Context: an optimization exercise on an open-source flow, tuned for small area and a short achievable clock period. The choices shown serve that exercise and are no tape-out recipe. Function was checked by simulation only, so behaviour that the tests miss may differ from the original.

**flow/cos_fine.hex**
```
a
a
a
9
9
9
9
9
9
9
8
8
8
8
8
8
8
7
7
7
7
7
7
7
7
6
6
6
6
6
6
6
6
5
5
5
5
5
5
5
5
5
4
4
4
4
4
4
4
4
4
4
3
3
3
3
3
3
3
3
3
3
3
3
2
2
2
2
2
2
2
2
2
2
2
2
2
2
2
1
1
1
1
1
1
1
1
1
1
1
1
1
1
1
1
1
1
1
1
1
0
0
0
0
0
0
0
0
0
0
0
0
0
0
0
0
0
0
0
0
0
0
0
0
0
0
0
0
0
0
0
0
0
0
0
0
0
0
0
0
0
0
0
0
0
0
0
0
0
0
0
0
0
0
0
0
0
1
1
1
1
1
1
1
1
1
1
1
1
1
1
1
1
1
1
1
1
1
2
2
2
2
2
2
2
2
2
2
2
2
2
2
2
3
3
3
3
3
3
3
3
3
3
3
3
4
4
4
4
4
4
4
4
4
4
5
5
5
5
5
5
5
5
5
6
6
6
6
6
6
6
6
7
7
7
7
7
7
7
7
8
8
8
8
8
8
8
9
9
9
9
9
9
9
a
a
```
**flow/config.mk**
```make
export PLATFORM = sky130hd
export DESIGN_NAME = dds
export DESIGN_NICKNAME = dds
export VERILOG_FILES = /design/flow/design.v
export SDC_FILE = /design/flow/constraint.sdc
export NUM_CORES = 4
export LEC_CHECK = 0
export ABC_AREA = 1
export CAP_MARGIN = 15
export CORE_MARGIN = 2
export CORE_UTILIZATION = 45
export CTS_CLUSTER_DIAMETER = 100
export CTS_CLUSTER_SIZE = 30
export SLEW_MARGIN = 15
export SYNTH_MEMORY_MAX_BITS = 16384
```
**flow/design.v**
```verilog
module dds_ctrl (
    input  wire        clk,
    input  wire [17:0] A,
    input  wire        vld,
    output wire [20:0] mag,       
    output wire        neg        
);
reg [21:0] crs_lo [0:255];
reg [21:0] crs_hi [0:255];
reg [3:0]  cfn    [0:255];
initial begin
    $readmemh("sin_corse.hex", crs_lo);
    $readmemh("sin_corse.hex", crs_hi);
    $readmemh("cos_fine.hex", cfn);
end
wire [1:0]  q   = A[17:16];
wire [7:0]  i   = A[15:8];
wire [7:0]  jx  = A[7:0];
wire [6:0]  il  = i[7] ? ~i[6:0] : i[6:0];
wire [21:0] lo  = crs_lo[{1'b0, il}];         
wire [21:0] hi  = crs_hi[{1'b1, ~il}];        
wire        sx  = i[7] ^ q[0];
wire [21:0] X   = sx ? hi : lo;       
wire [21:0] Y   = sx ? lo : hi;
wire [3:0]  cf  = cfn[jx];
wire signed [7:0]  sd  = {~jx[7], jx[6:0]};
wire signed [27:0] sdx = sd;
wire signed [27:0] sft = (sdx <<< 19) - (sdx <<< 17) + (sdx <<< 14) + (sdx <<< 11) + (sdx <<< 7) - sdx + 28'sd4096;
wire [13:0] sf  = sft[26:13];
wire [25:0] m1 = X * cf;
wire [35:0] m2 = Y * sf;
reg [4:0]  p1;
reg [13:0] p2;
reg [1:0]  qo;
always @(posedge clk) begin
    p1 <= vld ? m1[25:21] : 5'd0;
    p2 <= vld ? m2[35:22] : 14'd0;
    qo <= q;
end
wire [21:0] add = (i[7] ^ qo[0]) ? hi : lo;
wire [22:0] ca  = {1'b0, add};
wire [22:0] cb  = {9'd0, p2};
wire [22:0] cc  = {18'd0, p1};
wire [22:0] cs  = ca ^ cb ^ cc;
wire [22:0] cy  = {(ca[21:0] & cb[21:0]) | (ca[21:0] & cc[21:0]) | (cb[21:0] & cc[21:0]), 1'b0};
reg  [22:0] sum;
reg         c;
integer b;
always @(*) begin
    c = 1'b0;
    for (b = 0; b < 23; b = b + 1) begin
        sum[b] = cs[b] ^ cy[b] ^ c;
        c = (cs[b] & cy[b]) | (c & (cs[b] ^ cy[b]));
    end
end
assign mag = vld ? sum[22:2] : 21'd0;
assign neg = vld & qo[1];
endmodule
module stop_rom (
    input  wire [8:0]  f,
    output reg  [13:0] stop
);
always @(*)
    case (f)
        9'd0: stop = 14'd16383;
        9'd1: stop = 14'd1000;
        9'd2: stop = 14'd500;
        9'd3: stop = 14'd333;
        9'd4: stop = 14'd250;
        9'd5: stop = 14'd200;
        9'd6: stop = 14'd166;
        9'd7: stop = 14'd142;
        9'd8: stop = 14'd125;
        9'd9: stop = 14'd111;
        9'd10: stop = 14'd100;
        9'd11: stop = 14'd90;
        9'd12: stop = 14'd83;
        9'd13: stop = 14'd76;
        9'd14: stop = 14'd71;
        9'd15: stop = 14'd66;
        9'd16: stop = 14'd62;
        9'd17: stop = 14'd58;
        9'd18: stop = 14'd55;
        9'd19: stop = 14'd52;
        9'd20: stop = 14'd50;
        9'd21: stop = 14'd47;
        9'd22: stop = 14'd45;
        9'd23: stop = 14'd43;
        9'd24: stop = 14'd41;
        9'd25: stop = 14'd40;
        9'd26: stop = 14'd38;
        9'd27: stop = 14'd37;
        9'd28: stop = 14'd35;
        9'd29: stop = 14'd34;
        9'd30: stop = 14'd33;
        9'd31: stop = 14'd32;
        9'd32: stop = 14'd31;
        9'd33: stop = 14'd30;
        9'd34: stop = 14'd29;
        9'd35: stop = 14'd28;
        9'd36: stop = 14'd27;
        9'd37: stop = 14'd27;
        9'd38: stop = 14'd26;
        9'd39: stop = 14'd25;
        9'd40: stop = 14'd25;
        9'd41: stop = 14'd24;
        9'd42: stop = 14'd23;
        9'd43: stop = 14'd23;
        9'd44: stop = 14'd22;
        9'd45: stop = 14'd22;
        9'd46: stop = 14'd21;
        9'd47: stop = 14'd21;
        9'd48: stop = 14'd20;
        9'd49: stop = 14'd20;
        9'd50: stop = 14'd20;
        9'd51: stop = 14'd19;
        9'd52: stop = 14'd19;
        9'd53: stop = 14'd18;
        9'd54: stop = 14'd18;
        9'd55: stop = 14'd18;
        9'd56: stop = 14'd17;
        9'd57: stop = 14'd17;
        9'd58: stop = 14'd17;
        9'd59: stop = 14'd16;
        9'd60: stop = 14'd16;
        9'd61: stop = 14'd16;
        9'd62: stop = 14'd16;
        9'd63: stop = 14'd15;
        9'd64: stop = 14'd15;
        9'd65: stop = 14'd15;
        9'd66: stop = 14'd15;
        9'd67: stop = 14'd14;
        9'd68: stop = 14'd14;
        9'd69: stop = 14'd14;
        9'd70: stop = 14'd14;
        9'd71: stop = 14'd14;
        9'd72: stop = 14'd13;
        9'd73: stop = 14'd13;
        9'd74: stop = 14'd13;
        9'd75: stop = 14'd13;
        9'd76: stop = 14'd13;
        9'd77: stop = 14'd12;
        9'd78: stop = 14'd12;
        9'd79: stop = 14'd12;
        9'd80: stop = 14'd12;
        9'd81: stop = 14'd12;
        9'd82: stop = 14'd12;
        9'd83: stop = 14'd12;
        9'd84: stop = 14'd11;
        9'd85: stop = 14'd11;
        9'd86: stop = 14'd11;
        9'd87: stop = 14'd11;
        9'd88: stop = 14'd11;
        9'd89: stop = 14'd11;
        9'd90: stop = 14'd11;
        9'd91: stop = 14'd10;
        9'd92: stop = 14'd10;
        9'd93: stop = 14'd10;
        9'd94: stop = 14'd10;
        9'd95: stop = 14'd10;
        9'd96: stop = 14'd10;
        9'd97: stop = 14'd10;
        9'd98: stop = 14'd10;
        9'd99: stop = 14'd10;
        9'd100: stop = 14'd10;
        9'd101: stop = 14'd9;
        9'd102: stop = 14'd9;
        9'd103: stop = 14'd9;
        9'd104: stop = 14'd9;
        9'd105: stop = 14'd9;
        9'd106: stop = 14'd9;
        9'd107: stop = 14'd9;
        9'd108: stop = 14'd9;
        9'd109: stop = 14'd9;
        9'd110: stop = 14'd9;
        9'd111: stop = 14'd9;
        9'd112: stop = 14'd8;
        9'd113: stop = 14'd8;
        9'd114: stop = 14'd8;
        9'd115: stop = 14'd8;
        9'd116: stop = 14'd8;
        9'd117: stop = 14'd8;
        9'd118: stop = 14'd8;
        9'd119: stop = 14'd8;
        9'd120: stop = 14'd8;
        9'd121: stop = 14'd8;
        9'd122: stop = 14'd8;
        9'd123: stop = 14'd8;
        9'd124: stop = 14'd8;
        9'd125: stop = 14'd8;
        9'd126: stop = 14'd7;
        9'd127: stop = 14'd7;
        9'd128: stop = 14'd7;
        9'd129: stop = 14'd7;
        9'd130: stop = 14'd7;
        9'd131: stop = 14'd7;
        9'd132: stop = 14'd7;
        9'd133: stop = 14'd7;
        9'd134: stop = 14'd7;
        9'd135: stop = 14'd7;
        9'd136: stop = 14'd7;
        9'd137: stop = 14'd7;
        9'd138: stop = 14'd7;
        9'd139: stop = 14'd7;
        9'd140: stop = 14'd7;
        9'd141: stop = 14'd7;
        9'd142: stop = 14'd7;
        9'd143: stop = 14'd6;
        9'd144: stop = 14'd6;
        9'd145: stop = 14'd6;
        9'd146: stop = 14'd6;
        9'd147: stop = 14'd6;
        9'd148: stop = 14'd6;
        9'd149: stop = 14'd6;
        9'd150: stop = 14'd6;
        9'd151: stop = 14'd6;
        9'd152: stop = 14'd6;
        9'd153: stop = 14'd6;
        9'd154: stop = 14'd6;
        9'd155: stop = 14'd6;
        9'd156: stop = 14'd6;
        9'd157: stop = 14'd6;
        9'd158: stop = 14'd6;
        9'd159: stop = 14'd6;
        9'd160: stop = 14'd6;
        9'd161: stop = 14'd6;
        9'd162: stop = 14'd6;
        9'd163: stop = 14'd6;
        9'd164: stop = 14'd6;
        9'd165: stop = 14'd6;
        9'd166: stop = 14'd6;
        9'd167: stop = 14'd5;
        9'd168: stop = 14'd5;
        9'd169: stop = 14'd5;
        9'd170: stop = 14'd5;
        9'd171: stop = 14'd5;
        9'd172: stop = 14'd5;
        9'd173: stop = 14'd5;
        9'd174: stop = 14'd5;
        9'd175: stop = 14'd5;
        9'd176: stop = 14'd5;
        9'd177: stop = 14'd5;
        9'd178: stop = 14'd5;
        9'd179: stop = 14'd5;
        9'd180: stop = 14'd5;
        9'd181: stop = 14'd5;
        9'd182: stop = 14'd5;
        9'd183: stop = 14'd5;
        9'd184: stop = 14'd5;
        9'd185: stop = 14'd5;
        9'd186: stop = 14'd5;
        9'd187: stop = 14'd5;
        9'd188: stop = 14'd5;
        9'd189: stop = 14'd5;
        9'd190: stop = 14'd5;
        9'd191: stop = 14'd5;
        9'd192: stop = 14'd5;
        9'd193: stop = 14'd5;
        9'd194: stop = 14'd5;
        9'd195: stop = 14'd5;
        9'd196: stop = 14'd5;
        9'd197: stop = 14'd5;
        9'd198: stop = 14'd5;
        9'd199: stop = 14'd5;
        9'd200: stop = 14'd5;
        9'd201: stop = 14'd4;
        9'd202: stop = 14'd4;
        9'd203: stop = 14'd4;
        9'd204: stop = 14'd4;
        9'd205: stop = 14'd4;
        9'd206: stop = 14'd4;
        9'd207: stop = 14'd4;
        9'd208: stop = 14'd4;
        9'd209: stop = 14'd4;
        9'd210: stop = 14'd4;
        9'd211: stop = 14'd4;
        9'd212: stop = 14'd4;
        9'd213: stop = 14'd4;
        9'd214: stop = 14'd4;
        9'd215: stop = 14'd4;
        9'd216: stop = 14'd4;
        9'd217: stop = 14'd4;
        9'd218: stop = 14'd4;
        9'd219: stop = 14'd4;
        9'd220: stop = 14'd4;
        9'd221: stop = 14'd4;
        9'd222: stop = 14'd4;
        9'd223: stop = 14'd4;
        9'd224: stop = 14'd4;
        9'd225: stop = 14'd4;
        9'd226: stop = 14'd4;
        9'd227: stop = 14'd4;
        9'd228: stop = 14'd4;
        9'd229: stop = 14'd4;
        9'd230: stop = 14'd4;
        9'd231: stop = 14'd4;
        9'd232: stop = 14'd4;
        9'd233: stop = 14'd4;
        9'd234: stop = 14'd4;
        9'd235: stop = 14'd4;
        9'd236: stop = 14'd4;
        9'd237: stop = 14'd4;
        9'd238: stop = 14'd4;
        9'd239: stop = 14'd4;
        9'd240: stop = 14'd4;
        9'd241: stop = 14'd4;
        9'd242: stop = 14'd4;
        9'd243: stop = 14'd4;
        9'd244: stop = 14'd4;
        9'd245: stop = 14'd4;
        9'd246: stop = 14'd4;
        9'd247: stop = 14'd4;
        9'd248: stop = 14'd4;
        9'd249: stop = 14'd4;
        9'd250: stop = 14'd4;
        9'd251: stop = 14'd3;
        9'd252: stop = 14'd3;
        9'd253: stop = 14'd3;
        9'd254: stop = 14'd3;
        9'd255: stop = 14'd3;
        9'd256: stop = 14'd3;
        9'd257: stop = 14'd3;
        9'd258: stop = 14'd3;
        9'd259: stop = 14'd3;
        9'd260: stop = 14'd3;
        9'd261: stop = 14'd3;
        9'd262: stop = 14'd3;
        9'd263: stop = 14'd3;
        9'd264: stop = 14'd3;
        9'd265: stop = 14'd3;
        9'd266: stop = 14'd3;
        9'd267: stop = 14'd3;
        9'd268: stop = 14'd3;
        9'd269: stop = 14'd3;
        9'd270: stop = 14'd3;
        9'd271: stop = 14'd3;
        9'd272: stop = 14'd3;
        9'd273: stop = 14'd3;
        9'd274: stop = 14'd3;
        9'd275: stop = 14'd3;
        9'd276: stop = 14'd3;
        9'd277: stop = 14'd3;
        9'd278: stop = 14'd3;
        9'd279: stop = 14'd3;
        9'd280: stop = 14'd3;
        9'd281: stop = 14'd3;
        9'd282: stop = 14'd3;
        9'd283: stop = 14'd3;
        9'd284: stop = 14'd3;
        9'd285: stop = 14'd3;
        9'd286: stop = 14'd3;
        9'd287: stop = 14'd3;
        9'd288: stop = 14'd3;
        9'd289: stop = 14'd3;
        9'd290: stop = 14'd3;
        9'd291: stop = 14'd3;
        9'd292: stop = 14'd3;
        9'd293: stop = 14'd3;
        9'd294: stop = 14'd3;
        9'd295: stop = 14'd3;
        9'd296: stop = 14'd3;
        9'd297: stop = 14'd3;
        9'd298: stop = 14'd3;
        9'd299: stop = 14'd3;
        9'd300: stop = 14'd3;
        9'd301: stop = 14'd3;
        9'd302: stop = 14'd3;
        9'd303: stop = 14'd3;
        9'd304: stop = 14'd3;
        9'd305: stop = 14'd3;
        9'd306: stop = 14'd3;
        9'd307: stop = 14'd3;
        9'd308: stop = 14'd3;
        9'd309: stop = 14'd3;
        9'd310: stop = 14'd3;
        9'd311: stop = 14'd3;
        9'd312: stop = 14'd3;
        9'd313: stop = 14'd3;
        9'd314: stop = 14'd3;
        9'd315: stop = 14'd3;
        9'd316: stop = 14'd3;
        9'd317: stop = 14'd3;
        9'd318: stop = 14'd3;
        9'd319: stop = 14'd3;
        9'd320: stop = 14'd3;
        9'd321: stop = 14'd3;
        9'd322: stop = 14'd3;
        9'd323: stop = 14'd3;
        9'd324: stop = 14'd3;
        9'd325: stop = 14'd3;
        9'd326: stop = 14'd3;
        9'd327: stop = 14'd3;
        9'd328: stop = 14'd3;
        9'd329: stop = 14'd3;
        9'd330: stop = 14'd3;
        9'd331: stop = 14'd3;
        9'd332: stop = 14'd3;
        9'd333: stop = 14'd3;
        9'd334: stop = 14'd2;
        9'd335: stop = 14'd2;
        9'd336: stop = 14'd2;
        9'd337: stop = 14'd2;
        9'd338: stop = 14'd2;
        9'd339: stop = 14'd2;
        9'd340: stop = 14'd2;
        9'd341: stop = 14'd2;
        9'd342: stop = 14'd2;
        9'd343: stop = 14'd2;
        9'd344: stop = 14'd2;
        9'd345: stop = 14'd2;
        9'd346: stop = 14'd2;
        9'd347: stop = 14'd2;
        9'd348: stop = 14'd2;
        9'd349: stop = 14'd2;
        9'd350: stop = 14'd2;
        9'd351: stop = 14'd2;
        9'd352: stop = 14'd2;
        9'd353: stop = 14'd2;
        9'd354: stop = 14'd2;
        9'd355: stop = 14'd2;
        9'd356: stop = 14'd2;
        9'd357: stop = 14'd2;
        9'd358: stop = 14'd2;
        9'd359: stop = 14'd2;
        9'd360: stop = 14'd2;
        9'd361: stop = 14'd2;
        9'd362: stop = 14'd2;
        9'd363: stop = 14'd2;
        9'd364: stop = 14'd2;
        9'd365: stop = 14'd2;
        9'd366: stop = 14'd2;
        9'd367: stop = 14'd2;
        9'd368: stop = 14'd2;
        9'd369: stop = 14'd2;
        9'd370: stop = 14'd2;
        9'd371: stop = 14'd2;
        9'd372: stop = 14'd2;
        9'd373: stop = 14'd2;
        9'd374: stop = 14'd2;
        9'd375: stop = 14'd2;
        9'd376: stop = 14'd2;
        9'd377: stop = 14'd2;
        9'd378: stop = 14'd2;
        9'd379: stop = 14'd2;
        9'd380: stop = 14'd2;
        9'd381: stop = 14'd2;
        9'd382: stop = 14'd2;
        9'd383: stop = 14'd2;
        9'd384: stop = 14'd2;
        9'd385: stop = 14'd2;
        9'd386: stop = 14'd2;
        9'd387: stop = 14'd2;
        9'd388: stop = 14'd2;
        9'd389: stop = 14'd2;
        9'd390: stop = 14'd2;
        9'd391: stop = 14'd2;
        9'd392: stop = 14'd2;
        9'd393: stop = 14'd2;
        9'd394: stop = 14'd2;
        9'd395: stop = 14'd2;
        9'd396: stop = 14'd2;
        9'd397: stop = 14'd2;
        9'd398: stop = 14'd2;
        9'd399: stop = 14'd2;
        9'd400: stop = 14'd2;
        9'd401: stop = 14'd2;
        9'd402: stop = 14'd2;
        9'd403: stop = 14'd2;
        9'd404: stop = 14'd2;
        9'd405: stop = 14'd2;
        9'd406: stop = 14'd2;
        9'd407: stop = 14'd2;
        9'd408: stop = 14'd2;
        9'd409: stop = 14'd2;
        9'd410: stop = 14'd2;
        9'd411: stop = 14'd2;
        9'd412: stop = 14'd2;
        9'd413: stop = 14'd2;
        9'd414: stop = 14'd2;
        9'd415: stop = 14'd2;
        9'd416: stop = 14'd2;
        9'd417: stop = 14'd2;
        9'd418: stop = 14'd2;
        9'd419: stop = 14'd2;
        9'd420: stop = 14'd2;
        9'd421: stop = 14'd2;
        9'd422: stop = 14'd2;
        9'd423: stop = 14'd2;
        9'd424: stop = 14'd2;
        9'd425: stop = 14'd2;
        9'd426: stop = 14'd2;
        9'd427: stop = 14'd2;
        9'd428: stop = 14'd2;
        9'd429: stop = 14'd2;
        9'd430: stop = 14'd2;
        9'd431: stop = 14'd2;
        9'd432: stop = 14'd2;
        9'd433: stop = 14'd2;
        9'd434: stop = 14'd2;
        9'd435: stop = 14'd2;
        9'd436: stop = 14'd2;
        9'd437: stop = 14'd2;
        9'd438: stop = 14'd2;
        9'd439: stop = 14'd2;
        9'd440: stop = 14'd2;
        9'd441: stop = 14'd2;
        9'd442: stop = 14'd2;
        9'd443: stop = 14'd2;
        9'd444: stop = 14'd2;
        9'd445: stop = 14'd2;
        9'd446: stop = 14'd2;
        9'd447: stop = 14'd2;
        9'd448: stop = 14'd2;
        9'd449: stop = 14'd2;
        9'd450: stop = 14'd2;
        9'd451: stop = 14'd2;
        9'd452: stop = 14'd2;
        9'd453: stop = 14'd2;
        9'd454: stop = 14'd2;
        9'd455: stop = 14'd2;
        9'd456: stop = 14'd2;
        9'd457: stop = 14'd2;
        9'd458: stop = 14'd2;
        9'd459: stop = 14'd2;
        9'd460: stop = 14'd2;
        9'd461: stop = 14'd2;
        9'd462: stop = 14'd2;
        9'd463: stop = 14'd2;
        9'd464: stop = 14'd2;
        9'd465: stop = 14'd2;
        9'd466: stop = 14'd2;
        9'd467: stop = 14'd2;
        9'd468: stop = 14'd2;
        9'd469: stop = 14'd2;
        9'd470: stop = 14'd2;
        9'd471: stop = 14'd2;
        9'd472: stop = 14'd2;
        9'd473: stop = 14'd2;
        9'd474: stop = 14'd2;
        9'd475: stop = 14'd2;
        9'd476: stop = 14'd2;
        9'd477: stop = 14'd2;
        9'd478: stop = 14'd2;
        9'd479: stop = 14'd2;
        9'd480: stop = 14'd2;
        9'd481: stop = 14'd2;
        9'd482: stop = 14'd2;
        9'd483: stop = 14'd2;
        9'd484: stop = 14'd2;
        9'd485: stop = 14'd2;
        9'd486: stop = 14'd2;
        9'd487: stop = 14'd2;
        9'd488: stop = 14'd2;
        9'd489: stop = 14'd2;
        9'd490: stop = 14'd2;
        9'd491: stop = 14'd2;
        9'd492: stop = 14'd2;
        9'd493: stop = 14'd2;
        9'd494: stop = 14'd2;
        9'd495: stop = 14'd2;
        9'd496: stop = 14'd2;
        9'd497: stop = 14'd2;
        9'd498: stop = 14'd2;
        9'd499: stop = 14'd2;
        9'd500: stop = 14'd2;
        9'd501: stop = 14'd1;
        9'd502: stop = 14'd1;
        9'd503: stop = 14'd1;
        9'd504: stop = 14'd1;
        9'd505: stop = 14'd1;
        9'd506: stop = 14'd1;
        9'd507: stop = 14'd1;
        9'd508: stop = 14'd1;
        9'd509: stop = 14'd1;
        9'd510: stop = 14'd1;
        9'd511: stop = 14'd1;
        default: stop = 14'd0;
    endcase
endmodule
`timescale 1ns / 1ps
module dds
(
    input wire          sys_clk     ,
    input wire          sys_rst_n   ,
    input wire  [5:0]   wave_sel,
    input wire  [3:0]   mode_sel,
    input wire  [8:0]   F,
    input wire  [10:0]  T,
    input wire  [6:0]   Z,
    output reg  [21:0]  dac_data,
    output wire [7:0]   dac_data_8bit
);
reg [5:0]  wave_sel1;
reg [3:0]  mode_sel1;
reg        m1d;                
wire w_lfm  = (wave_sel1 == 6'b000100);
wire w_nflm = (wave_sel1 == 6'b100000);
wire w_bpsk = (wave_sel1 == 6'b001000);
wire w_qpsk = (wave_sel1 == 6'b010000);
wire w_cos  = (wave_sel1 == 6'b000010);
wire w_psk  = w_bpsk | w_qpsk;
wire m_1    = (mode_sel1 == 4'b0001);
wire m_2    = (mode_sel1 == 4'b0010);
wire m_4    = (mode_sel1 == 4'b0100);
wire m_8    = (mode_sel1 == 4'b1000);
function [31:0] radd;
    input [31:0] a;
    input [31:0] b;
    input        ci;
    integer k;
    reg c;
    begin
        c = ci;
        for (k = 0; k < 32; k = k + 1) begin
            radd[k] = a[k] ^ b[k] ^ c;
            c = (a[k] & b[k]) | (c & (a[k] ^ b[k]));
        end
    end
endfunction
reg [8:1] v;
always @(posedge sys_clk or negedge sys_rst_n)
    if (!sys_rst_n) v <= 8'd0;
    else            v <= {v[7:1], 1'b1};
reg [8:0]  Fr, Fr2;
reg [10:0] Tr, Tr2;
reg [6:0]  Z1, Z2;
reg [4:0]  flag;
always @(posedge sys_clk or negedge sys_rst_n)
    if (!sys_rst_n) begin
        wave_sel1 <= 6'd0; mode_sel1 <= 4'd0; Fr <= 9'd0; Tr <= 11'd0; Z1 <= 7'd0;
        flag <= 5'd0;
    end else begin
        wave_sel1 <= wave_sel; mode_sel1 <= mode_sel; Fr <= F; Tr <= T; Z1 <= Z;
        flag <= {wave_sel1 != wave_sel, mode_sel1 != mode_sel, Fr != F, Tr != T, Z1 != Z};
    end
always @(posedge sys_clk) begin
    m1d <= m_1; Fr2 <= Fr; Tr2 <= Tr; Z2 <= Z1;
end
wire judge = |flag;            
reg  [3:1] lfd;                
reg  [4:1] jd;                 
wire judge_c = jd[1];          
wire [31:0] tr25  = radd({19'd0, Tr2, 2'd0}, {16'd0, Tr2, 5'd0}, 1'b0);       
wire [31:0] tr100 = radd(tr25, {13'd0, Tr2, 6'd0}, 1'b0);                       
wire [18:0] TIME  = tr100[18:0];
wire        lfm1  = lfd[1];      
wire        m1_1  = m1d;
reg  [2:0]  tzc;
reg  [25:0] TZ;
wire        tz_ok = (tzc == 3'd7);
always @(posedge sys_clk)
    if (!v[1])     tzc <= 3'd0;
    else if (judge_c) tzc <= 3'd0;
    else if (!tz_ok) tzc <= tzc + 3'd1;
always @(posedge sys_clk)
    if (!tz_ok) TZ <= radd({6'd0, (tzc == 3'd0 ? 26'd0 : {TZ[24:0], 1'b0})}, {13'd0, (Z2[3'd6 - tzc] ? TIME : 19'd0)}, 1'b0);
reg [25:0] cnt;
reg        T_cnt;
reg [3:0]  T_cnt1;
reg [5:1]  T_cnt_d;
wire [31:0] cnt_u  = radd({7'd0, cnt[25:1]}, 32'd0, 1'b1);
wire [25:0] cnt_p2 = {cnt_u[24:0], cnt[0]};
wire [25:0] cnt_p1 = cnt[0] ? {cnt_u[24:0], 1'b0} : {cnt[25:1], 1'b1};
wire eq_t   = (cnt    == {7'd0, TIME});
wire eq_tm1 = (cnt_p1 == {7'd0, TIME});
wire eq_tm2 = (cnt_p2 == {7'd0, TIME});
wire eq_t1  = !v[2] ? (cnt == 26'd0) :
              lfm1  ? (m1_1 ? eq_tm2 : (tz_ok && cnt_p2 == TZ)) :
                      (tz_ok && cnt_p1 == TZ);
always @(posedge sys_clk)
    if (!v[1])     cnt <= 26'd0;
    else if (judge_c) cnt <= 26'd0;
    else if (eq_t1)  cnt <= 26'd0;
    else if (w_lfm)  cnt <= cnt_p2;
    else             cnt <= cnt_p1;
always @(posedge sys_clk)
    if (!v[1])                    T_cnt <= 1'b0;
    else if (judge_c)               T_cnt <= 1'b0;
    else if (eq_tm1 && !w_lfm)      T_cnt <= 1'b1;
    else if (eq_tm2 && w_lfm)       T_cnt <= m_1 ? ~T_cnt : 1'b1;
    else if (eq_t1)                 T_cnt <= 1'b0;
always @(posedge sys_clk)
    if (!v[1])    T_cnt1 <= 4'd0;
    else if (judge_c) T_cnt1 <= 4'd0;
    else if (m_1)   T_cnt1 <= 4'd0;
    else if (m_2) begin
        if (eq_t)       T_cnt1 <= 4'd1;
        else if (eq_t1) T_cnt1 <= 4'd0;
    end else if (m_4 | m_8) begin
        if ((T_cnt1 == 4'd7) && eq_t1) T_cnt1 <= 4'd0;
        else if (eq_t | eq_t1)         T_cnt1 <= T_cnt1 + 4'd1;
    end
always @(posedge sys_clk)
    T_cnt_d <= {T_cnt_d[4:1], T_cnt};
reg [2:0] fwsel;
always @(*)
    if (m_1 | m_2) fwsel = 3'd1;
    else if (m_4)
        case (T_cnt1)
            4'd0: fwsel = 3'd1; 4'd2: fwsel = 3'd2; 4'd4: fwsel = 3'd3; 4'd6: fwsel = 3'd4;
            default: fwsel = 3'd5;
        endcase
    else if (m_8)
        case (T_cnt1)
            4'd0: fwsel = 3'd1; 4'd2: fwsel = 3'd3; 4'd4: fwsel = 3'd2; 4'd6: fwsel = 3'd4;
            default: fwsel = 3'd5;
        endcase
    else fwsel = 3'd0;
reg [2:0] f0sel_n, f0sel;
always @(*)
    if (!w_psk) f0sel_n = 3'd0;
    else if (m_1 | m_2) f0sel_n = 3'd1;
    else if (m_4 | m_8)
        case (T_cnt1)
            4'd2: f0sel_n = 3'd2; 4'd4: f0sel_n = 3'd3; 4'd6: f0sel_n = 3'd4;
            default: f0sel_n = 3'd1;
        endcase
    else f0sel_n = 3'd0;
always @(posedge sys_clk)
    f0sel <= f0sel_n;
reg [8:0] F0;
always @(*)
    case (f0sel)
        3'd1: F0 = Fr2;
        3'd2: F0 = Fr2 * 2'd3;
        3'd3: F0 = {Fr2[7:0], 1'b0};
        3'd4: F0 = {Fr2[6:0], 2'b0};
        default: F0 = 9'd0;
    endcase
reg [8:0] F1;
reg       FW_flag;
always @(posedge sys_clk) begin
    F1 <= F0; FW_flag <= (F1 != F0);
end
wire        fwj = judge_c | FW_flag;
wire        off = !m_1 & T_cnt;
reg  [13:0] STOP;
reg  [13:0] c16;
reg  [3:0]  state;
reg         m_data;
reg  [1:0]  m_data2;
reg  [1:0]  I_tmp, Q_tmp;
reg         bp;           
reg  [2:0]  qp;           
wire [13:0] stop_tab;
stop_rom stop_rom_inst (.f(F0), .stop(stop_tab));
wire        c_m1 = (STOP != 14'd0) && (c16 == STOP - 14'd1);
wire        c_m5 = (STOP >= 14'd5) && (c16 == STOP - 14'd5);
wire        c_m6 = (STOP >= 14'd6) && (c16 == STOP - 14'd6);
always @(posedge sys_clk)
    if (!v[1])    STOP <= 14'd0;
    else if (fwj)   STOP <= stop_tab;
always @(posedge sys_clk)
    if (c_m1)         c16 <= 14'd0;
    else if (fwj)     c16 <= 14'd0;
    else if (off)     c16 <= 14'd0;
    else if (!w_psk)  c16 <= 14'd0;
    else              c16 <= c16 + 14'd1;
always @(posedge sys_clk)
    if (c_m5)         state <= {state[2:0], state[3] ^ state[2]};
    else if (fwj)     state <= 4'b1001;
    else if (!w_psk)  state <= 4'b1001;
    else if (off)     state <= 4'b1001;
always @(posedge sys_clk)
    if (fwj)          m_data <= 1'b0;
    else if (off)     m_data <= 1'b0;
    else if (!w_psk)  m_data <= 1'b0;
    else              m_data <= state[0];
always @(posedge sys_clk)
    if (fwj)          m_data2 <= 2'b00;
    else if (off)     m_data2 <= 2'b10;
    else if (!w_psk)  m_data2 <= 2'b10;
    else if (c_m6)    m_data2 <= {m_data2[0], m_data};
always @(posedge sys_clk)
    if (judge_c | !v[1]) begin I_tmp <= 2'b00; Q_tmp <= 2'b00; end
    else begin
        I_tmp <= m_data2[0] ? 2'b01 : 2'b11;
        Q_tmp <= m_data2[1] ? 2'b01 : 2'b11;
    end
always @(posedge sys_clk)
    if (!v[1])    begin bp <= 1'b0; qp <= 3'd0; end
    else begin
        bp <= w_bpsk & !m_data;
        if (!w_qpsk) qp <= 3'd0;
        else if (I_tmp == 2'b01)
            qp <= (Q_tmp == 2'b01) ? 3'd3 : (Q_tmp == 2'b11) ? 3'd4 : 3'd0;
        else
            qp <= (Q_tmp == 2'b01) ? 3'd5 : (Q_tmp == 2'b11) ? 3'd6 : 3'd0;
    end
wire [2:0] tcode = (w_cos | w_lfm) ? 3'd1 :
                   w_bpsk ? (bp ? 3'd2 : 3'd0) :
                   w_qpsk ? qp :
                   w_nflm ? 3'd7 : 3'd0;
reg [3:1] pod;
reg [2:0] tcd [1:3];
reg [2:0] fwd [1:3];
always @(posedge sys_clk) begin
        jd  <= {jd[3:1],  judge};
        lfd <= {lfd[2:1], w_lfm};
        pod <= {pod[2:1], off};
        tcd[1] <= tcode; tcd[2] <= tcd[1]; tcd[3] <= tcd[2];
        fwd[1] <= fwsel; fwd[2] <= fwd[1]; fwd[3] <= fwd[2];
    end
wire       judge_d  = jd[4];
wire       lfm_d    = lfd[3];
wire       off_d    = pod[3];
wire [2:0] tc_d     = tcd[3];
wire [2:0] fws_d    = fwd[3];
wire       nflm_d   = (tc_d == 3'd7);
wire       tflag_d  = T_cnt_d[4] ^ T_cnt_d[5];
wire        lfm_j = (wave_sel1 == 6'b000100);
wire [28:0] Fr29  = {20'd0, Fr};
wire [28:0] num0  = (Fr29 << 20) - (Fr29 << 18) + (Fr29 << 16) + (Fr29 << 13)
                  - (Fr29 << 10) - (Fr29 << 7) - (Fr29 << 4) + Fr29;
wire [10:0] den0  = lfm_j ? Tr : {2'd0, Fr};
reg  [10:0] dr1, dr2, dr3;      
reg  [28:0] dw1, dw2, dw3;      
reg  [10:0] dd2, dd3;           
reg         dl2, dl3;           
wire        dl1 = lfd[1];
wire [10:0] dd1 = dl1 ? Tr2 : {2'd0, Fr2};
function [39:0] divstep;        
    input [10:0] r;
    input [28:0] w;
    input [10:0] d;
    reg   [11:0] r2;
    reg   [12:0] df;
    begin
        r2 = {r, w[28]};
        df = {1'b0, r2} - {2'b0, d};
        if (!df[12]) divstep = {df[10:0], w[27:0], 1'b1};
        else         divstep = {r2[10:0], w[27:0], 1'b0};
    end
endfunction
reg [39:0] s0, s1, s2, s3;
integer k;
always @(*) begin
    s0 = {11'd0, num0};
    for (k = 0; k < 6; k = k + 1) s0 = divstep(s0[39:29], s0[28:0], den0);
    s1 = {dr1, dw1};
    for (k = 0; k < 8; k = k + 1) s1 = divstep(s1[39:29], s1[28:0], dd1);
    s2 = {dr2, dw2};
    for (k = 0; k < 8; k = k + 1) s2 = divstep(s2[39:29], s2[28:0], dd2);
    s3 = {dr3, dw3};
    for (k = 0; k < 7; k = k + 1) s3 = divstep(s3[39:29], s3[28:0], dd3);
end
always @(posedge sys_clk) begin
    dr1 <= s0[39:29]; dw1 <= s0[28:0];
    dr2 <= s1[39:29]; dw2 <= s1[28:0]; dd2 <= dd1;  dl2 <= dl1;
    dr3 <= s2[39:29]; dw3 <= s2[28:0]; dd3 <= dd2;  dl3 <= dl2;
end
wire [31:0] F32    = {23'd0, dd3[8:0]};
wire [31:0] fw_f   = (F32 << 23) + (F32 << 18) - (F32 << 16) + (F32 << 12)
                   + (F32 << 9) + (F32 << 7) - (F32 << 4) - (F32 << 1);
wire [31:0] fw_new = dl3 ? {{3{dd3 == 11'd0}}, s3[28:0]} : fw_f;
reg [31:0] F_WORD, FW1, acc, fre_add;
reg [17:0] r1;
reg [22:0] rom_addr_theta;
reg        lfm_p, nflm_p;
always @(posedge sys_clk)
    if (!v[1])      F_WORD <= 32'd0;
    else if (judge_d) F_WORD <= fw_new;
always @(posedge sys_clk)
    if (!v[1])    FW1 <= 32'd0;
    else case (fws_d)
        3'd1: FW1 <= F_WORD;
        3'd2: FW1 <= {F_WORD[30:0], 1'b0};
        3'd3: FW1 <= radd(F_WORD, {F_WORD[30:0], 1'b0}, 1'b0);
        3'd4: FW1 <= {F_WORD[29:0], 2'b0};
        3'd5: FW1 <= 32'd0;
        default: ;
    endcase
always @(posedge sys_clk) begin
    lfm_p <= lfm_d; nflm_p <= nflm_d;
end
wire [31:0] theta    = lfm_p  ? acc : 32'd0;
wire [31:0] fre_add1 = nflm_p ? acc : 32'd0;
wire        nflm_clr = judge_d | !nflm_d;
wire [31:0] acc_sum = radd(lfm_d ? theta : fre_add1, lfm_d ? FW1 : {2'b00, F_WORD[31:2]}, 1'b0);
always @(posedge sys_clk)
    if (lfm_d)                    acc <= (judge_d | tflag_d) ? 32'd0 : acc_sum;
    else if (nflm_d)                   acc <= judge_d ? 32'd0 : acc_sum;
    else                               acc <= 32'd0;
always @(posedge sys_clk)
    if (!v[1])        fre_add <= 32'd0;
    else if (judge_d)   fre_add <= 32'd0;
    else if (off_d)     fre_add <= 32'd0;
    else if (lfm_d && tflag_d) fre_add <= 32'd0;
    else                fre_add <= radd(fre_add, lfm_d ? theta : FW1, 1'b0);
always @(posedge sys_clk)
    if (nflm_clr)      r1 <= 18'd0;
    else               r1 <= fre_add1[31:14];
reg [17:0] rd [1:5];
reg        nclr_d;
always @(posedge sys_clk) begin
    rd[1] <= r1; rd[2] <= rd[1]; rd[3] <= rd[2]; rd[4] <= rd[3]; rd[5] <= rd[4];
end
always @(posedge sys_clk)
    nclr_d <= nflm_clr;
wire [20:0] nflm_mag;
wire        nflm_neg;
dds_ctrl nflm_sine (.clk(sys_clk), .A(rd[5]), .vld(v[8]), .mag(nflm_mag), .neg(nflm_neg));
wire [21:0] nflm_ofs = (nflm_mag == 21'd0) ? 22'h1FFFFF :
                       (nflm_neg ? ~{1'b0, nflm_mag} : {1'b0, nflm_mag}) + (nflm_neg ? 22'h200002 : 22'h1FFFFF);
always @(posedge sys_clk)
    case (tc_d)
        3'd1: rom_addr_theta <= 23'h1FFFFF;
        3'd2: rom_addr_theta <= 23'h3FFFFF;
        3'd3: rom_addr_theta <= 23'h0FFFFF;
        3'd4: rom_addr_theta <= 23'h2FFFFF;
        3'd5: rom_addr_theta <= 23'h4FFFFF;
        3'd6: rom_addr_theta <= 23'h6FFFFF;
        3'd7: rom_addr_theta <= nclr_d ? 23'd0 : {nflm_ofs, 1'b0};
        default: rom_addr_theta <= 23'd0;
    endcase
wire [22:0] rom_addr = rom_addr_theta + fre_add[31:9];
wire [21:0] dds_data;
wire [20:0] main_mag;
wire        main_neg;
dds_ctrl main_sine (.clk(sys_clk), .A(rom_addr[22:5]), .vld(v[3]), .mag(main_mag), .neg(main_neg));
assign dds_data = main_neg ? (22'd0 - {1'b0, main_mag}) : {1'b0, main_mag};
wire        dac_en   = (mode_sel == 4'b0001) | !T_cnt_d[4];
wire [7:0]  dds_8bit = dds_data[21:14] + (dds_data[21] ? 8'd129 : 8'd127);
reg  [7:0]  d8;
always @(posedge sys_clk or negedge sys_rst_n)
    if (!sys_rst_n) begin
        dac_data <= 22'd0;
        d8       <= 8'h00;
    end else begin
        dac_data <= dac_en ? dds_data : 22'd0;
        d8       <= dac_en ? (dds_8bit ^ 8'h7F) : 8'h00;
    end
assign dac_data_8bit = d8 ^ 8'h7F;
endmodule
```
**flow/flow/port_buffers.tcl**
```tcl
# Replace the cell of each buffer that sits on a port (other than the clock)
# with sky130_fd_sc_hd__buf_4 where buffer_ports chose a clock delay cell.
read_liberty $::env(FLOW_HOME)/platforms/sky130hd/lib/sky130_fd_sc_hd__tt_025C_1v80.lib
set odb orfs/results/sky130hd/dds/base/3_3_place_gp.odb
read_db $odb
set block [ord::get_db_block]
set n 0
foreach bterm [$block getBTerms] {
    set net [$bterm getNet]
    if { $net eq "NULL" || [$bterm getName] eq "sys_clk" } { continue }
    foreach iterm [$net getITerms] {
        set inst [$iterm getInst]
        set master [[$inst getMaster] getName]
        if { [string match "sky130_fd_sc_hd__clkdlybuf*" $master] } {
            if { 1 } {
                puts "port [$bterm getName]: [$inst getName] $master -> sky130_fd_sc_hd__buf_4"
                replace_cell [$inst getName] sky130_fd_sc_hd__buf_4
                incr n
            }
        }
    }
}
puts "replaced $n port buffers"
write_db $odb
```
**flow/constraint.sdc**
```tcl
create_clock -name core_clock -period 120.0 [get_ports {sys_clk}]
set_input_delay 24.0000 -clock core_clock [delete_from_list [all_inputs] [get_ports {sys_clk}]]
set_output_delay 24.0000 -clock core_clock [all_outputs]
set_load 0.01 [all_outputs]
```
**flow/flow/upsize_inputs.tcl**
```tcl
# Upsize the gates in the combinational fanout of the data inputs that drive
# five or more pins: these paths start late (the input delay), so their gates
# should be fast; the standard flow leaves them as synthesis sized them.
read_liberty $::env(FLOW_HOME)/platforms/sky130hd/lib/sky130_fd_sc_hd__tt_025C_1v80.lib
set odb orfs/results/sky130hd/dds/base/3_3_place_gp.odb
read_db $odb
set ins {}
foreach p [all_inputs] {
    set n [get_name $p]
    if { $n ne "sys_clk" && $n ne "sys_rst_n" } { lappend ins $p }
}
set n 0
foreach inst [get_cells [get_fanout -from $ins -only_cells -flat]] {
    set lc [get_lib_cells -quiet -of_objects $inst]
    if { $lc eq "" || $lc eq "NULL" } { continue }
    set lcn [get_name $lc]
    if { [regexp {df|dl|edf|sdf} $lcn] } { continue }
    if { ![regexp {^(sky130_fd_sc_hd__[a-z0-9]+)_([0-9]+)$} $lcn -> base drive] } { continue }
    set fo 0
    foreach pin [get_pins -of_objects $inst -filter "direction==output"] {
        set net [get_nets -of_objects $pin]
        if { $net ne "" } { incr fo [llength [get_pins -of_objects $net -filter "direction==input"]] }
    }
    if { $fo < 5 || $drive >= 4 } { continue }
    set target ""
    foreach d {4 2} {
        if { [llength [get_lib_cells -quiet sky130_fd_sc_hd__tt_025C_1v80/${base}_$d]] } { set target ${base}_$d; break }
    }
    if { $target eq "" } { continue }
    puts "[get_name $inst]: $lcn (fanout $fo) -> $target"
    replace_cell [get_name $inst] $target
    incr n
}
puts "upsized $n cells"
write_db $odb
```
**flow/flow/run.sh**
```bash
#!/bin/bash
# Layout flow: the standard flow with two changes made after global
# placement, before the standard resizing:
#  - the port buffers that buffer_ports inserts are made
#    sky130_fd_sc_hd__buf_4 (it picks clkdlybuf4s50_1, a delay cell); every
#    port keeps its buffer;
#  - gates in the fanout of the data inputs that drive five or more pins are
#    given drive strength 4 (2 where there is no 4).
set -euo pipefail

# synthesis, floorplan and global placement (with port buffering)
bash standard.sh 3_3_place_gp > flow_to_gp.log 2>&1

openroad -no_init -exit flow/port_buffers.tcl > port_buffers.log 2>&1
openroad -no_init -exit flow/upsize_inputs.tcl > upsize_inputs.log 2>&1

# the rest of the standard flow, from resizing on
bash standard.sh > flow_rest.log 2>&1
```
**flow/sin_corse.hex**
```
003244
0096cb
00fb51
015fd5
01c455
0228d1
028d47
02f1b7
035620
03ba81
041ed8
048326
04e768
054b9e
05afc7
0613e2
0677ee
06dbea
073fd5
07a3ae
080774
086b27
08cec5
09324d
0995be
09f918
0a5c59
0abf80
0b228d
0b857f
0be854
0c4b0c
0cada5
0d101f
0d7279
0dd4b2
0e36c8
0e98bc
0efa8b
0f5c36
0fbdba
101f18
10804e
10e15b
11423f
11a2f8
120386
1263e7
12c41a
132420
1383f6
13e39c
144311
14a254
150164
156040
15bee8
161d59
167b95
16d998
173764
1794f6
17f24e
184f6b
18ac4c
1908f0
196556
19c17d
1a1d65
1a790d
1ad473
1b2f97
1b8a78
1be515
1c3f6d
1c9980
1cf34c
1d4cd0
1da60c
1dfeff
1e57a8
1eb007
1f0819
1f5fdf
1fb757
200e82
20655d
20bbe8
211222
21680b
21bda1
2212e5
2267d4
22bc6e
2310b2
2364a0
23b837
240b75
245e5b
24b0e7
250318
2554ee
25a668
25f785
264844
2698a5
26e8a6
273848
278789
27d668
2824e5
2872ff
28c0b5
290e06
295af3
29a779
29f398
2a3f50
2a8aa0
2ad587
2b2004
2b6a16
2bb3be
2bfcf9
2c45c9
2c8e2b
2cd61e
2d1da4
2d64ba
2dab60
2df195
2e3759
2e7cab
2ec18a
2f05f6
2f49ee
2f8d71
2fd07f
301317
305538
3096e2
30d814
3118ce
31590e
3198d5
31d821
3216f3
325548
329322
32d07f
330d5e
3349bf
3385a2
33c106
33fbea
34364e
347031
34a992
34e272
351acf
3552a9
3589ff
35c0d2
35f720
362ce8
36622b
3696e8
36cb1e
36fecd
3731f4
376493
3796aa
37c837
37f93a
3829b4
3859a3
388906
38b7df
38e62b
3913eb
39411e
396dc4
3999dc
39c566
39f062
3a1ace
3a44ac
3a6df9
3a96b6
3abee3
3ae67f
3b0d89
3b3402
3b59e8
3b7f3d
3ba3fe
3bc82c
3bebc7
3c0ece
3c3140
3c531f
3c7468
3c951c
3cb53b
3cd4c4
3cf3b6
3d1213
3d2fd8
3d4d07
3d699f
3d859f
3da107
3dbbd7
3dd60f
3defae
3e08b4
3e2121
3e38f5
3e5030
3e66d1
3e7cd7
3e9244
3ea716
3ebb4e
3eceeb
3ee1ed
3ef453
3f061f
3f174e
3f27e3
3f37db
3f4737
3f55f8
3f641c
3f71a3
3f7e8e
3f8adc
3f968e
3fa1a3
3fac1a
3fb5f5
3fbf32
3fc7d2
3fcfd5
3fd73a
3fde02
3fe42c
3fe9b9
3feea7
3ff2f9
3ff6ac
3ff9c1
3ffc39
3ffe13
3fff4e
3fffec
```
**flow/standard.sh**
```bash
#!/bin/bash
# synth_recipe.tcl (not shown) runs the flow's synth.tcl, then flattens the netlist and writes it again
# the make line also repeats each setting of config.mk as NAME=value (left out here)
make -C /OpenROAD-flow-scripts/flow DESIGN_CONFIG=/design/flow/config.mk WORK_HOME=/design/flow/orfs CLKGATE_MAP_FILE= SYNTH_SCRIPT=/design/flow/synth_recipe.tcl "${@:-finish}"
```
==> results of run 1 <==
==> placed cells by master (no fill, tap or decap), types with 23 or more instances in the layout <==
cell / n
o21ai_1: 64
a221oi_1: 44
inv_1: 2078
nor2_1: 1204
dfxtp_1: 591
nand4_1: 72
nor3_1: 99
nand3_2: 23
a211oi_1: 49
o221ai_1: 46
a21oi_1: 830
nand2_1: 2666
clkbuf_16: 40
o211ai_1: 91
ha_1: 1021
xor2_1: 272
nand3_1: 525
dfrtp_1: 79
o31ai_1: 32
o21ai_0: 803
fa_1: 825
buf_4: 209
xnor2_1: 165
nand2_2: 39
o22ai_1: 50
inv_2: 38
nor4_1: 38
a31oi_1: 93
or2_2: 52
clkinv_1: 33
o21bai_1: 88
o21a_1: 26
edfxtp_1: 28
==> cell families after synthesis <==
kind of cell / Yosys count / synth area share
AOI/OAI and AO/OA: 2407 / 0.152
xor gates and xnor gates: 458 / 0.0444
adders and majority gates: 1846 / 0.319
buffers and inverters: 2546 / 0.107
DFF: 699 / 0.160
muxes: 12 / 0.00132
other: 2 / 0.0000818
and+or+nand+nor: 4794 / 0.216
==> area by class of cell <==
| class | count | area share |
|---|---|---|
| diodes | 1 | 0.0000259 |
| clock buffers | 44 | 0.0106 |
| clock inverters | 25 | 0.00506 |
| inverters | 2153 | 0.0837 |
| multi-input cells | 9522 | 0.698 |
| flip-flops and latches | 699 | 0.152 |
| well taps | 2672 | 0.0346 |
| repair buffers | 210 | 0.0164 |
==> how the worst min path moves through the flow <==
stage | end | slack [ps]
2_1_floorplan | T_cnt_d[2] | 310
3_3_place_gp | rd[1][6] | 310
3_5_place_dp | dl3 | 310
4_1_cts | jd[4] | 260
5_1_grt | jd[4] | 270
6_report | jd[4] | 270
==> routing by layer <==
metal  vias up  routed length, um  GRT usage
li1      40862                  -          -
met1     41963             152000      0.450
met2      3412             150000      0.512
met3       664              25800     0.0451
met4         6              15500      0.124
met5         -                 47          0
==> registers in the layout (all words and copies together), names as in the netlist, 23 cells and up <==
name            count
rd                 90
FW1                32
F_WORD             32
acc                32
fre_add            32
dw2                29
dw3                29
dw1                28
cnt                26
TZ                 24
rom_addr_theta     23
==> metrics by stage <==
stage	hold WS, ps	setup WS (ps)	std cells
after global placement	310	93950	15255
after detailed placement	312	94550	15256
after CTS	260	94670	15325
after floorplan	310	95140	12767
after global routing	273	94660	15325
final	266	94720	15326
==> critical path: stages, from the launching register on <==
cell	delay, ps
dfrtp_1	400
inv_1	70
buf_4	120
==> summary.txt, run 1 <==
* Status: no timing/DRC/antenna violations
* Routed WL per cell at 22.4 um
* Vias in the first global route at 86159
* CP max FO at 2
* Worst skew pair latency at 730 ps
* Yosys Warn Count at 9
* Post-route ant nets at 0
* Worst-path clk slew at 110 ps
* Critical Path End: dac_data_8bit[0]
* HP Start: jd[3]
* Post-synth ARST share at 0.113
* Layout area overhead at 5.35%
* Nets at 14511
* CTS Buffer Depth at 3
* TritonCTS clock tree: built
* Number of CTS-inserted buffers at 40
* Yosys top cell area share at 0.180
* Max frequency at 39.6 MHz
* Vias at 86907
* Yosys cell types at 90
* Finished Cell Area at 96700 um^2
* Row Count at 165
* Crit Path Category: reg -> out
* Die X at 456 um
* Setup bufs post-CTS at 0
* Initial core utilization at 0.453
* Drt via density at 5.67
* Post-Syn Area per Cell at roughly 7.2 um^2
* Worst path arrival time at about 1300 ps
* Tot GR Track Use at 0.325
* Multi-input gate area in the final layout at 67500 um^2
* Reg2Reg Launch Point: lfd[1]
* Synth Flop Type: dfxtp_1
* Fillers at a little over 20000
* Synth Instances at 12764
* TritonCTS Sinks at 699
* Setup TNS at 0 ps
* Area leader, netlist: fa_1
* First-pass GRT wire length at around 530000 um
* Final min period at roughly 25000 ps
* Starting DRT DRC Count at between 7000 and 8000
* Clock Skew at 107 ps
* Critical path launch point type: flop
* Hold Path Stages at 0
* Post_cts resized at 0
* Hold Crit Class: reg -> reg
* Synth Register Bits at 699
* Final hold violations at 0
* Drt drc at 0
* Hold_buf cts at 0
* Layout cell share with drive strength beyond 1 at 0.0410
* Synth top area cells: fa_1, ha_1, dfxtp_1
* Final wirelength at 343000 um
* Depth of the CTS H-tree at 2
* Period utilization at 0.211
* GRT overflow at 0
* Fin. max-slew vios at 0
* Die area at between 200000 and 250000 um^2
* Largest net degree at the start of global routing at 85
* Sequential area share after synthesis at 0.160
* IO Port Bufs at 68
* Final core occ at 0.477
* CP Capture Type: output port
* Core area at between 200000 and 250000 um^2
* R2R depth at 111
* Relative slew slack at 0.176
* CTS root buffer: clkbuf_16
* Critical Path Start: d8[0]
* Most frequent cell after synthesis: nand2_1
* Reg area at approximately 15000 um^2
* Reg2reg setup slack at just under 100000 ps
* Final setup viols at 0
* Worst Path Required at 96000 ps
* Synth Cell Area at 91800 um^2
* Number of I/O pins at 69
* Slew @ Worst Pin at 1230 ps
* Die height at 456 um
* Initial antenna violation count at 5
* DRT Pass-1 Iters at 8
* Max Cap Viol at 0
* Number of synthesized flops with an enable pin at 28
* GPL Wtd Cong at ~1.1
* Cell area after placement at between 90000 and 100000 um^2
* Reg2reg end: dr2[3]
* RSZ-0062 raised after global routing: no
* Post-DP HPWL at 275000 um
* Top cells by count, synth: nand2_1, inv_1, nor2_1, ha_1, a21oi_1
==> run 2: changes to the inputs <==
--- a/flow/design.v
+++ b/flow/design.v
@@ -624,5 +624,5 @@
 reg [8:0]  Fr, Fr2;
 reg [10:0] Tr, Tr2;
-reg [6:0]  Z1, Z2;
+reg [6:0]  Z1;
 reg [4:0]  flag;
 always @(posedge sys_clk or negedge sys_rst_n)
@@ -635,5 +635,5 @@
     end
 always @(posedge sys_clk) begin
-    m1d <= m_1; Fr2 <= Fr; Tr2 <= Tr; Z2 <= Z1;
+    m1d <= m_1; Fr2 <= Fr; Tr2 <= Tr;
 end
 wire judge = |flag;            
@@ -654,5 +654,5 @@
     else if (!tz_ok) tzc <= tzc + 3'd1;
 always @(posedge sys_clk)
-    if (!tz_ok) TZ <= radd({6'd0, (tzc == 3'd0 ? 26'd0 : {TZ[24:0], 1'b0})}, {13'd0, (Z2[3'd6 - tzc] ? TIME : 19'd0)}, 1'b0);
+    if (!tz_ok) TZ <= radd({6'd0, (tzc == 3'd0 ? 26'd0 : {TZ[24:0], 1'b0})}, {13'd0, (Z1[3'd6 - tzc] ? TIME : 19'd0)}, 1'b0);
 reg [25:0] cnt;
 reg        T_cnt;
==> summary.txt, run 2 <==
* Yosys top cell area share at 0.180 (about the same)
* CTS Buffer Depth at 3 (unchanged)
* Final hold violations at 0 (unchanged)
* Post-synth ARST share at 0.114 (+0.00114)
* Reg2reg setup slack at 99540 ps (+350 ps)
* CTS root buffer: clkbuf_16
* Post_cts resized at 0 (unchanged)
* First-pass GRT wire length at 529000 um (+0.70%)
* Core area at 203000 um^2 (unchanged)
* Die X at 456 um (about the same)
* Hold_buf cts at 0 (unchanged)
* Largest family of logic cells by synthesized area: adder cells
* Number of synthesized flops with an enable pin at 28 (unchanged)
* Number of I/O pins at 69 (unchanged)
* Fin. max-slew vios at 0 (unchanged)
* Layout cell share with drive strength beyond 1 at 0.0438 (+0.00277)
* Initial core utilization at 0.454 (about the same)
* Final setup viols at 0 (unchanged)
* Mux contribution to synthesized area at 0.000899 (-0.000423)
* Clock Skew at 44.4 ps (-62.4 ps)
* Post-Syn Area per Cell at 7.19 um^2 (about the same)
* Drt via density at 5.66 (-0.21%)
* Reg area at 14500 um^2 (-0.95%)
* Hold slack at 327 ps (+61.1 ps)
* Vias at 86860 (-0.054%)
* Post-route ant nets at 0 (unchanged)
* IO Port Bufs at 68 (unchanged)
* Reg2reg end: dr2[2]
* Simple-gate share of the synthesized area at 0.218 (+0.00270)
* Top cells by count, synth: nand2_1, inv_1, nor2_1, ha_1, a21oi_1
* Synth Instances at 12781 (+0.13%)
* Worst path arrival time at 1240 ps (-40 ps)
* Synth Cell Area at 91900 um^2 (about the same)
* Period utilization at 0.210 (-0.000292)
* CP cell instances: inv_1, buf_4
* Slowest cell on crit path: dfrtp_1
* Fillers at 20666 (+0.58%)
* Critical path launch point type: flop
* Hold EP: rd[1][11]
* Yosys cell types at 97 (+7.8%)
* Setup bufs post-CTS at 0 (unchanged)
* Initial antenna violation count at 10 (+5)
* Post-Synth Adder-Cell Area at 0.319 (about the same)
* Yosys Warn Count at 9 (unchanged)
* Synth Area in Compound Gates at 0.152 (-0.000550)
* Row Count at 165 (unchanged)
* Max Cap Viol at 0 (unchanged)
* Slew @ Worst Pin at 1230 ps (+7.20 ps)
* Final wirelength at 345000 um (+0.56%)
* Setup TNS at 0 ps (unchanged)
* Multi-input gate area in the final layout at 67600 um^2 (+0.14%)
* Hold Path Stages at 0 (unchanged)
* Final min period at 25240 ps (-35.0 ps)
* Commonest non-fill, non-tap cell in the layout: nand2_1
* R2R depth at 102 (-8.1%)
* Worst Path Required at 96000 ps (about the same)
* Max frequency at 39.6 MHz (+0.14%)
* Synth Area in XOR/XNOR at 0.0434 (-0.00103)
* Layout area overhead at 5.37% (about the same)
* Routed WL per cell at 22.5 um (+0.40%)
* Post-DP HPWL at 278000 um (+1.0%)
* Status: no timing/DRC/antenna violations
* Die area at 208000 um^2 (about the same)
* Number of flip-flops in the largest register at 90 (unchanged)
* GPL Wtd Cong at 1.05 (-0.67%)
* Crit Path Category: reg -> out
* Register bank with the most flops: rd
* DRT Pass-1 Iters at 7 (-1)
* Die height at 456 um (about the same)
* Most frequent cells in the layout: nand2_1, inv_1, nor2_1, ha_1, a21oi_1
* Vias in the first global route at 86726 (+0.66%)
* TritonCTS clock tree: built
* CP max stage delay at 390 ps (about the same)
* Area leader, netlist: fa_1
* Largest net degree at the start of global routing at 97 (+14%)
* Drt drc at 0 (unchanged)
* Worst skew pair latency at 700 ps (-30 ps)
* Nets at 14528 (+0.12%)
* CP Capture Type: output port
* Tot GR Track Use at 0.328 (+0.00332)
* Cell area after placement at 95200 um^2 (about the same)
* CP max FO at 2 (unchanged)
* Depth of the CTS H-tree at 2 (unchanged)
* Synth Flop Type: dfxtp_1
* GRT overflow at 0 (unchanged)
* Most frequent cell after synthesis: nand2_1
* Finished Cell Area at 96800 um^2 (about the same)
* Final core occ at 0.478 (about the same)
* HP Start: r1[11]
* RSZ-0062 raised after global routing: no
* TritonCTS Sinks at 692 (-1.0%)
* Sequential area share after synthesis at 0.158 (-0.00165)
* Synth top area cells: fa_1, ha_1, dfxtp_1
* Number of CTS-inserted buffers at 41 (+2.5%)
* Relative slew slack at 0.175 (-0.00131)
* Reg2Reg Launch Point: lfd[1]
* Worst-path clk slew at 120 ps (about the same)
* Starting DRT DRC Count at 7513 (-2.7%)
* Synth Register Bits at 692 (-1.0%)
* Hold Crit Class: reg -> reg
[run 2: changes by cell type in the layout (fill, tap and decap cells not counted), sizes merged, moves of 5 or more]
cell,previous run,this run
o21ai,880,827
nand3,549,568
a21oi,837,854
nand2,2716,2733
nor2,1221,1233
xnor2,174,163
o2111ai,22,32
dfxtp,592,585
or2,54,61
a211oi,49,43
a311oi,22,16
a221oi,45,50
and3,3,8
mux2i,11,6
[run 2: logic make-up after synthesis]
kind of cell	Yosys count
AOI/OAI and AO/OA	2379
adders and majority gates	1846
other	2
DFF	692
xor gates and xnor gates	451
buffers and inverters	2547
muxes	8
and+or+nand+nor	4856
[run 2: worst max path at each step]
stage,end,slack [ps],cells after the start,start
after floorplan,flag[1],95140,3,T[1]
after global placement,dac_data[2],94220,8,mode_sel[1]
after detailed placement,d8[6],94750,8,mode_sel[1]
after CTS,dac_data_8bit[0],94710,2,d8[0]
after global routing,dac_data_8bit[0],94680,2,d8[0]
final,dac_data_8bit[0],94760,2,d8[0]
[run 2: worst max-delay path: cells and delay by family, from the launching register on]
kind / cells / cell delay (ps)
DFF: 1 / 390
buffers and inverters: 2 / 160
[run 2: metal layers]
layer,vias up,track usage,part of all wire
li1,40893,-,-
met1,42141,0.443,0.43
met2,3204,0.530,0.45
met3,614,0.0435,0.071
met4,8,0.131,0.047
met5,-,0.00276,0.00032
[run 2: metrics by stage]
step	cells	worst slack, ps
6_report	15350	94760
5_1_grt	15346	94680
4_1_cts	15346	94710
3_5_place_dp	15272	94750
3_3_place_gp	15271	94220
2_1_floorplan	12784	95140
[run 2: area by class of cell]
cell class                      count  share of cell area
Inverter                         2151              0.0836
Multi-Input combinational cell   9545               0.698
Clock inverter                     27             0.00542
Timing Repair Buffer              212              0.0167
Antenna cell                        4            0.000103
Clock buffer                       47              0.0113
Tap cell                         2672              0.0345
Sequential cell                   692               0.150
==> run 3: changes to the inputs <==
--- a/flow/config.mk
+++ b/flow/config.mk
@@ -7,9 +7,9 @@
 export LEC_CHECK = 0
 export ABC_AREA = 1
-export CAP_MARGIN = 15
+export CAP_MARGIN = 8
 export CORE_MARGIN = 2
 export CORE_UTILIZATION = 45
 export CTS_CLUSTER_DIAMETER = 100
 export CTS_CLUSTER_SIZE = 30
-export SLEW_MARGIN = 15
+export SLEW_MARGIN = 8
 export SYNTH_MEMORY_MAX_BITS = 16384
==> summary.txt, run 3 <==
* Max frequency at 39.6 MHz (about the same)
* Clock Skew at 46.7 ps (+2.21 ps)
* Starting DRT DRC Count at 8103 (+7.9%)
* Post-route ant nets at 0 (unchanged)
* Depth of the CTS H-tree at 2 (unchanged)
* CTS root buffer: clkbuf_16
* Number of I/O pins at 69 (unchanged)
* Crit path max-delay family: flip-flops
* Synth top area cells: fa_1, ha_1, dfxtp_1
* Reg2reg setup slack at 99400 ps (-140 ps)
* Synth Instances at 12781 (unchanged)
* Period utilization at 0.210 (about the same)
* Initial antenna violation count at 8 (-2)
* Register bank with the most flops: rd
* Max Cap Viol at 0 (unchanged)
* Critical Path End: dac_data_8bit[0]
* Synth Flop Type: dfxtp_1
* TritonCTS clock tree: built
* Top cells by count, synth: nand2_1, inv_1, nor2_1, ha_1, a21oi_1
* Vias at 86691 (-0.19%)
* Drt via density at 5.65 (-0.15%)
* Yosys cell types at 97 (unchanged)
* Worst-path clk slew at 100 ps (-20 ps)
* Vias in the first global route at 86776 (+0.058%)
* Critical path launch point type: flop
* Setup bufs post-CTS at 0 (unchanged)
* CP max FO at 2 (unchanged)
* Row Count at 165 (unchanged)
* HP Start: r1[13]
* Reg2Reg Launch Point: lfd[1]
* Worst path arrival time at 1230 ps (about the same)
* Hold slack at 311 ps (-15.9 ps)
* DRT Pass-1 Iters at 6 (-1)
* Slew @ Worst Pin at 1280 ps (+43.5 ps)
* Status: no timing/DRC/antenna violations
* Buf+Inv Stages, Crit Path at 2 (unchanged)
* Routed WL per cell at 22.5 um (about the same)
* Area leader, netlist: fa_1
* Tot GR Track Use at 0.328 (-0.000583)
* Fillers at 20708 (+0.20%)
* Commonest non-fill, non-tap cell in the layout: nand2_1
* R2R depth at 97 (-4.9%)
* Final wirelength at 345000 um (about the same)
* CP cell instances: inv_1, buf_4
* Hold_buf cts at 0 (unchanged)
* Worst Path Required at 96000 ps (about the same)
* Number of synthesized flops with an enable pin at 28 (unchanged)
* Post-DP HPWL at 278000 um (about the same)
* Final setup viols at 0 (unchanged)
* IO Port Bufs at 68 (unchanged)
* Die X at 456 um (unchanged)
* Nets at 14526 (-0.014%)
* Fin. max-slew vios at 0 (unchanged)
* CP max stage delay at 390 ps (about the same)
* Worst skew pair latency at 710 ps (about the same)
* Yosys Warn Count at 9 (unchanged)
* RSZ-0062 raised after global routing: no
* Synth Cell Area at 91900 um^2 (unchanged)
* Slowest cell on crit path: dfrtp_1
* Largest net degree at the start of global routing at 97 (unchanged)
* Crit Path Category: reg -> out
* Post-synth ARST share at 0.114 (unchanged)
* Most frequent cells in the layout: nand2_1, inv_1, nor2_1, ha_1, a21oi_1
* Critical Path Start: d8[0]
* Most frequent cell after synthesis: nand2_1
* First-pass GRT wire length at 528000 um (-0.25%)
* Number of CTS-inserted buffers at 40 (-2.4%)
* GRT overflow at 0 (unchanged)
* Die height at 456 um (unchanged)
* Hold Crit Class: reg -> reg
* Initial core utilization at 0.454 (unchanged)
* Reg2reg end: dr2[9]
* Die area at 208000 um^2 (unchanged)
* TritonCTS Sinks at 692 (unchanged)
* Drt drc at 0 (unchanged)
* Hold Path Stages at 0 (unchanged)
* Sequential area share after synthesis at 0.158 (unchanged)
* Layout cell share with drive strength beyond 1 at 0.0434 (-0.000377)
* Yosys top cell area share at 0.180 (unchanged)
* Post_cts resized at 0 (unchanged)
* CP Capture Type: output port
* Setup TNS at 0 ps (unchanged)
* Number of flip-flops in the largest register at 90 (unchanged)
* GPL Wtd Cong at 1.05 (unchanged)
* Core area at 203000 um^2 (unchanged)
* Relative slew slack at 0.139 (-0.0360)
* CTS Buffer Depth at 3 (unchanged)
* Synth Register Bits at 692 (unchanged)
* Layout area overhead at 5.28% (about the same)
* Post-Syn Area per Cell at 7.19 um^2 (unchanged)
* Final min period at 25230 ps (-6.70 ps)
* Stages on worst setup path at 2 (unchanged)
* Final hold violations at 0 (unchanged)
-- run 3: final cells by class --
cell class                 instances  area (um^2)  share of cell area
timing repair buffer             211         1610              0.0166
multi-input combinational       9545        67600               0.699
tap                             2672         3340              0.0346
clock buffer                      44         1040              0.0107
sequential                       692        14500               0.150
antenna                            2         5.00           0.0000518
inverter                        2151         8090              0.0837
clock inverter                    26          515             0.00533
-- run 3: cell families after synthesis --
logic type	after synthesis	synth area share
buf+inv	2547	0.108
fa+ha+maj	1846	0.319
other cells	2	0.0000818
mux	8	0.000899
flops	692	0.158
compound gates	2379	0.152
simple gates	4856	0.218
xor+xnor	451	0.0434
-- run 3: how the worst min path moves through the flow --
stage / to
after floorplan: T_cnt_d[2]
after global placement: rd[1][6]
after detailed placement: dw2[20]
after CTS: rd[1][13]
after global routing: rd[1][0]
final: rd[1][13]
-- run 3: metal layers --
metal,track usage,share of wire,vias up
met5,0,0.00014,-
met4,0.134,0.048,8
met3,0.0462,0.072,671
met2,0.527,0.45,3272
met1,0.441,0.43,41847
li1,-,-,40893
-- run 3: through the flow --
step / instance area [um^2] / util / worst slack [ps] / std cells
floorplan: 91900 / - / 95140 / 12784
global placement: 95300 / 0.471 / 94220 / 15271
detailed placement: 95200 / 0.470 / 94740 / 15271
CTS: 96700 / 0.477 / 94720 / 15341
global route: 96700 / 0.478 / 94700 / 15342
finish: 96700 / 0.478 / 94770 / 15343

==> afterwards: timing with drivers on the ports <==
In the flow no input, the clock included, has a driving cell. The finished layouts below were timed again as built, in two steps.
Step 1 sets driving cells, clkbuf_16 on the clock port and buf_2 on the other inputs (assumed; they add their load-dependent delay and slew).
Step 2 also shifts input and output timing later by t, the mid clock arrival at the registers, as if the neighbouring blocks saw the same clock.
Slacks: no drivers / after step 1 / after step 2; pairs: no drivers / after step 1.
run | t, ns | slack for setup (ns) | hold WS [ns]
run 1 | 0.752 | 94.725 / 94.646 / 94.705 | 0.266 / 0.266 / 0.266
run 2 | 0.777 | 94.760 / 94.662 / 94.787 | 0.327 / 0.327 / 0.327
run 3 | 0.776 | 94.766 / 94.671 / 94.761 | 0.311 / 0.311 / 0.311
After both steps every run listed still meets setup and hold. For run 1, which loses most, drivers alone change the setup slack by -0.079 ns; drivers and shift together by -0.020 ns.
